This design comes from an exercise in tuning for small area and a short achievable clock period on the open sky130 flow, not from production work.
RTL that was checked went through simulation tests only; none was proved equivalent to the original.
Power is estimated from default activity; no workload was simulated.

// router_extended
module router_extended (
  input  wire        clk,
  input  wire        rst,
  input  wire        start,
  input  wire [2:0]  cond_sel,
  input  wire [3:0]  opcode,
  input  wire [15:0] op_a,
  input  wire [15:0] op_b,
  output reg         busy,
  output reg         done,
  output reg  [31:0] result
);
Settings: LEC_CHECK=0, ABC_CLOCK_PERIOD_IN_PS=1500, CAP_MARGIN=20, CORE_MARGIN=2, CORE_UTILIZATION=40, SETUP_SLACK_MARGIN=5, SLEW_MARGIN=20; clock period 10.0 ns.
run.sh (not shown) runs the stock make flow with config.mk's settings and CLKGATE_MAP_FILE= SYNTH_SCRIPT=/design/flow/synth_recipe.tcl, a recipe that flattens the netlist after the stock synthesis.
==> next run, changes <==
==> flow/flow/run.sh (new file) <==
#!/bin/bash
# The standard layout, with timing repair aimed past the 10 ns constraint.
set -euo pipefail
bash standard.sh SETUP_SLACK_MARGIN=7 finish > standard.log 2>&1
==> flow/standard.sh (new file) <==
#!/bin/bash
# synth_recipe.tcl (not shown) runs the flow's synth.tcl, then flattens the netlist and writes it again
# the make line also repeats each setting of config.mk as NAME=value (left out here)
make -C /OpenROAD-flow-scripts/flow DESIGN_CONFIG=/design/flow/config.mk WORK_HOME=/design/flow/orfs CLKGATE_MAP_FILE= SYNTH_SCRIPT=/design/flow/synth_recipe.tcl "${@:-finish}"
--- a/flow/config.mk
+++ b/flow/config.mk
@@ -12 +11,0 @@
-export SETUP_SLACK_MARGIN = 5
removed: flow/run.sh
Effect: Wire length rises by 9.3%. Cell area rises by 8.4%. Combinational power rises by 14%. Global-route usage rises by 0.90 points. Total power rises by 5.7%. Sequential share of layout area falls by 1.7 points. Sequential power is about the same.
No run of this note included a check of the RTL's function; only the layout flow was run.

* * *

## run 1
router_extended, a different RTL version from the one above (not shown whole).
Size: roughly 110 flip-flops, roughly 76 I/O pins.
clock: 10.0 ns
lec_check: 0
abc_clock_period_in_ps: 1500
cap_margin: 20
core_margin: 2
core_utilization: 40
slew_margin: 20
standard.sh (not shown) runs the stock make flow with config.mk's settings and CLKGATE_MAP_FILE= SYNTH_SCRIPT=/design/flow/synth_recipe.tcl, a recipe that flattens the netlist after the stock synthesis.
==> flow/flow/run.sh <==
#!/bin/bash
# The standard layout, with timing repair aimed past the 10 ns constraint.
set -euo pipefail
bash standard.sh SETUP_SLACK_MARGIN=6 finish > standard.log 2>&1
Inputs modified between run 1 and run 2:
Settings: putting SETUP_SLACK_MARGIN at 5 where nothing was set.
==> flow/run.sh (new file) <==
#!/bin/bash
# synth_recipe.tcl (not shown) runs the flow's synth.tcl, then flattens the netlist and writes it again
# the make line also repeats each setting of config.mk as NAME=value (left out here)
make -C /OpenROAD-flow-scripts/flow DESIGN_CONFIG=/design/flow/config.mk WORK_HOME=/design/flow/orfs CLKGATE_MAP_FILE= SYNTH_SCRIPT=/design/flow/synth_recipe.tcl finish
removed: flow/flow/run.sh
removed: flow/standard.sh
## What came out
Run 2 vs run 1, leakage dissipation went down by 1.9%.
Against run 1, run 2 comes in 2.0% lower on total power.
Diff run 2..run 1 | share of synthesized area spent on multiplexers | negligible
Run 2 vs. run 1: sequential share of layout area went up by 0.50 points.
Relative to run 1, run 2 improves design area.
As far as number of antenna cells inserted goes, run 1 and run 2 are indistinguishable; the numbers are identical.
In the reports for run 1 and run 2, the larger post-CTS resize count belongs to run 1.
Looking at run 1 and run 2, the first-pass GRT wire length is a wash.
Summary — total routed wire length on the met1 layer, run 2 relative to run 1: lower, by about 0.4%.
NOTE highest achievable clock rate run 1->run 2 decreased by a little under 10%

* * *

== job 5136 ==
router_extended, a different RTL version from the one above (not shown whole).
Size: ~800 cells after synthesis, roughly 6900 um2 of cells after synthesis.
==> flow/config.mk <==
export PLATFORM = sky130hd
export DESIGN_NAME = router_extended
export DESIGN_NICKNAME = router_extended
export VERILOG_FILES = /design/flow/design.v
export SDC_FILE = /design/flow/constraint.sdc
export NUM_CORES = 4
export LEC_CHECK = 0
export ABC_CLOCK_PERIOD_IN_PS = 1000
export CAP_MARGIN = 20
export CORE_MARGIN = 2
export CORE_UTILIZATION = 40
export CTS_BUF_LIST = sky130_fd_sc_hd__clkbuf_4 sky130_fd_sc_hd__clkbuf_8
export SLEW_MARGIN = 20
==> flow/constraint.sdc <==
create_clock -name core_clock -period 10.0 [get_ports {clk}]
set_input_delay 2.0000 -clock core_clock [delete_from_list [all_inputs] [get_ports {clk}]]
set_output_delay 2.0000 -clock core_clock [all_outputs]
set_load 0.01 [all_outputs]
==> flow/flow/run.sh <==
#!/bin/bash
# The standard layout, with buf_2 cells as the port buffers and timing
# repair aimed past the 10 ns constraint.
set -euo pipefail
bash standard.sh SETUP_SLACK_MARGIN=6.5 "BUFFER_PORTS_ARGS=-buffer_cell sky130_fd_sc_hd__buf_2" finish > standard.log 2>&1
Input changes introduced in job 6754 (baseline for comparison: job 5136):
- changing CORE_UTILIZATION from 40 to 60
- removing ABC_CLOCK_PERIOD_IN_PS (formerly 1000)
==> flow/flow/run.sh <==
#!/bin/bash
# The standard layout, with buf_2 cells as the port buffers and timing
# repair aimed past the 10 ns constraint.
set -euo pipefail
bash standard.sh SETUP_SLACK_MARGIN=6 "BUFFER_PORTS_ARGS=-buffer_cell sky130_fd_sc_hd__buf_2" finish > standard.log 2>&1
[compare] base=job 5136 new=job 6754: met2 layer usage reported by global route saw an increase; multi-input gate area in the final layout saw a decrease; routed length on met2 saw a decrease; multi-input gate share of the layout cell area saw a decrease.
NOTE layout buffer count excluding clock buffers job 5136->job 6754 decreased by more than a quarter
Diff job 5136 and job 6754: clock tree cell share of total cell area higher in job 6754
Min power across job 5136 and job 6754: job 6754
Looking at sum of routed wire length over all layers, job 6754 sits 10% below job 5136.
When the final numbers for job 5136 and job 6754 were put side by side, the design area turned out to be greater in job 5136.
In the metrics for job 5136 and job 6754, the one carrying the lower layout-stage area growth over the synthesis result is job 6754.
Setup slack: job 6754 < job 5136
[inputs] job 1116 vs job 6754
- CORE_UTILIZATION changed from 60 to 40
- PLACE_DENSITY newly set to 0.8
Notes after the runs:
Job 6754: no failed stages, no open violations at the end
The flow did not stop early for job 1116: all stages ran, and the layout cleared the timing, design-rule and antenna checks.
Area occupied by registers delta (job 6754 -> job 1116): insignificant
[compare] base=job 6754 new=job 1116: sequential share of layout area has decreased; clock share of power has increased.
Delta (job 1116 minus job 6754): post-route cell area now larger; count of clock buffers in the final design now smaller; utilization now smaller; pre-CTS setup slack now larger; residual overflow from global routing comparable.
Higher global-route met2 utilization was reported by job 6754, not job 1116.
Non-filler instance count after layout went up by a little under 10% going from job 6754 to job 1116.
The inputs of job 1283 differ from those of job 1116 as listed below.
- an added ABC_CLOCK_PERIOD_IN_PS of 1000
- a deleted PLACE_DENSITY that had been 0.8
Findings:
- Higher share of total power in the clock network among job 1283 and job 1116: job 1283
- Delta (job 1283 minus job 1116): number of enable flip-flop cells after synthesis held steady; sequential fraction of total cell area now sits at about the same level; critical path buffer and inverter count lost 1; count of buffers from port buffering barely changed; power density of the placed cells up 0.39%.
- Critical path start-end classification: reg2reg -> job 1283, in2reg -> job 1116
- Per the comparison of job 1283 with job 1116, setup slack now smaller; mean number of vias per cell now smaller.
The following lists how job 6059 was set up differently from job 1283:
- PLACE_DENSITY newly set to 0.8
- ABC_CLOCK_PERIOD_IN_PS removed (was 1000)
==> flow/flow/run.sh <==
#!/bin/bash
# The standard layout, with buf_2 cells as the port buffers and timing
# repair aimed past the 10 ns constraint.
set -euo pipefail
bash standard.sh SETUP_SLACK_MARGIN=5.8 "BUFFER_PORTS_ARGS=-buffer_cell sky130_fd_sc_hd__buf_2" finish > standard.log 2>&1
Findings:
- In job 6059, non-clock buffer count is lower than in job 1283.
- Between job 1283 and job 6059, the flow reports fill cell total of the finished layout decreasing by a few percent.
- Relative to job 1283, job 6059 degrades via count.
- Job 1283: full flow OK, the timing, design-rule and antenna checks passed
- Job 6059 finished end to end and its layout was clean on timing, DRC and antenna.
- Run comparison: job 6059 highest routed metal layer met4; job 1283 highest routed metal layer met5
- Re synthesized area: no difference whatsoever between job 6059 and job 1283.
What job 2047 does differently from job 6059 at the input level:
==> flow/flow/run.sh <==
#!/bin/bash
# The standard layout, with buf_2 cells as the port buffers and timing
# repair aimed past the 10 ns constraint.
set -euo pipefail
bash standard.sh SETUP_SLACK_MARGIN=6.3 "BUFFER_PORTS_ARGS=-buffer_cell sky130_fd_sc_hd__buf_2" finish > standard.log 2>&1
==> notes.md <==
- [diff] fmax, job 2047 relative to job 6059: improvement
- Lower critical path depth among job 6059 and job 2047: job 6059
- Final critical-path share of the clock period: job 2047 lower than job 6059
- Slowest library cell on the worst path = sky130_fd_sc_hd__dfxtp_1: job 6059; slowest library cell on the worst path = sky130_fd_sc_hd__fa_1: job 2047
- [compare] base=job 6059 new=job 2047: number of signal-net buffers in the layout up 12; setup slack up 190 ps; portion of total power attributed to sequential cells down 2.9 points; power per standard cell area up about 3.5%; detail-routed via count per cell up 1.8%.
- | cell area after layout | job 2047 vs job 6059 | 390 um2 higher |
- ~same netlist area before placement in job 6059 and job 2047

==> afterwards: timing with drivers on the ports <==
The results above use ideal ports. As a check the final layouts listed here were re-extracted and re-timed, cells and wires unchanged.
Step 1 assumes that a clkbuf_16 drives the clock port and a buf_2 every other input.
Step 2 also shifts input and output timing later by t, the mid clock arrival at the registers, as if the neighbouring blocks saw the same clock.
Three values: no drivers, after step 1, after step 2; two values: the first two.
run	t (ns)	setup slack, ns	worst register clock-pin slew, ns	cell pins on the clock port's net
the first run of note 1	0.459	5.968 / 5.989 / 5.531	0.07 / 0.07	1
the second run of note 1	0.475	6.600 / 6.599 / 6.123	0.07 / 0.07	1
run 1	0.407	6.101 / 6.121 / 5.714	0.09 / 0.09	1
run 2	0.408	5.692 / 5.692 / 5.491	0.09 / 0.09	1
job 5136	0.481	6.311 / 6.311 / 6.082	0.08 / 0.08	1
job 6754	0.459	6.167 / 6.167 / 5.731	0.08 / 0.08	1
job 1116	0.480	6.194 / 6.210 / 5.729	0.08 / 0.08	1
job 1283	0.484	6.158 / 6.158 / 5.771	0.08 / 0.08	1
job 6059	0.483	6.036 / 6.036 / 5.732	0.08 / 0.08	1
job 2047	0.485	6.223 / 6.223 / 5.965	0.08 / 0.08	1
After both steps setup and hold are still met in every run listed. For the second run of note 1, which loses most, drivers alone change the setup slack by -0.001 ns; drivers and shift together by -0.477 ns.
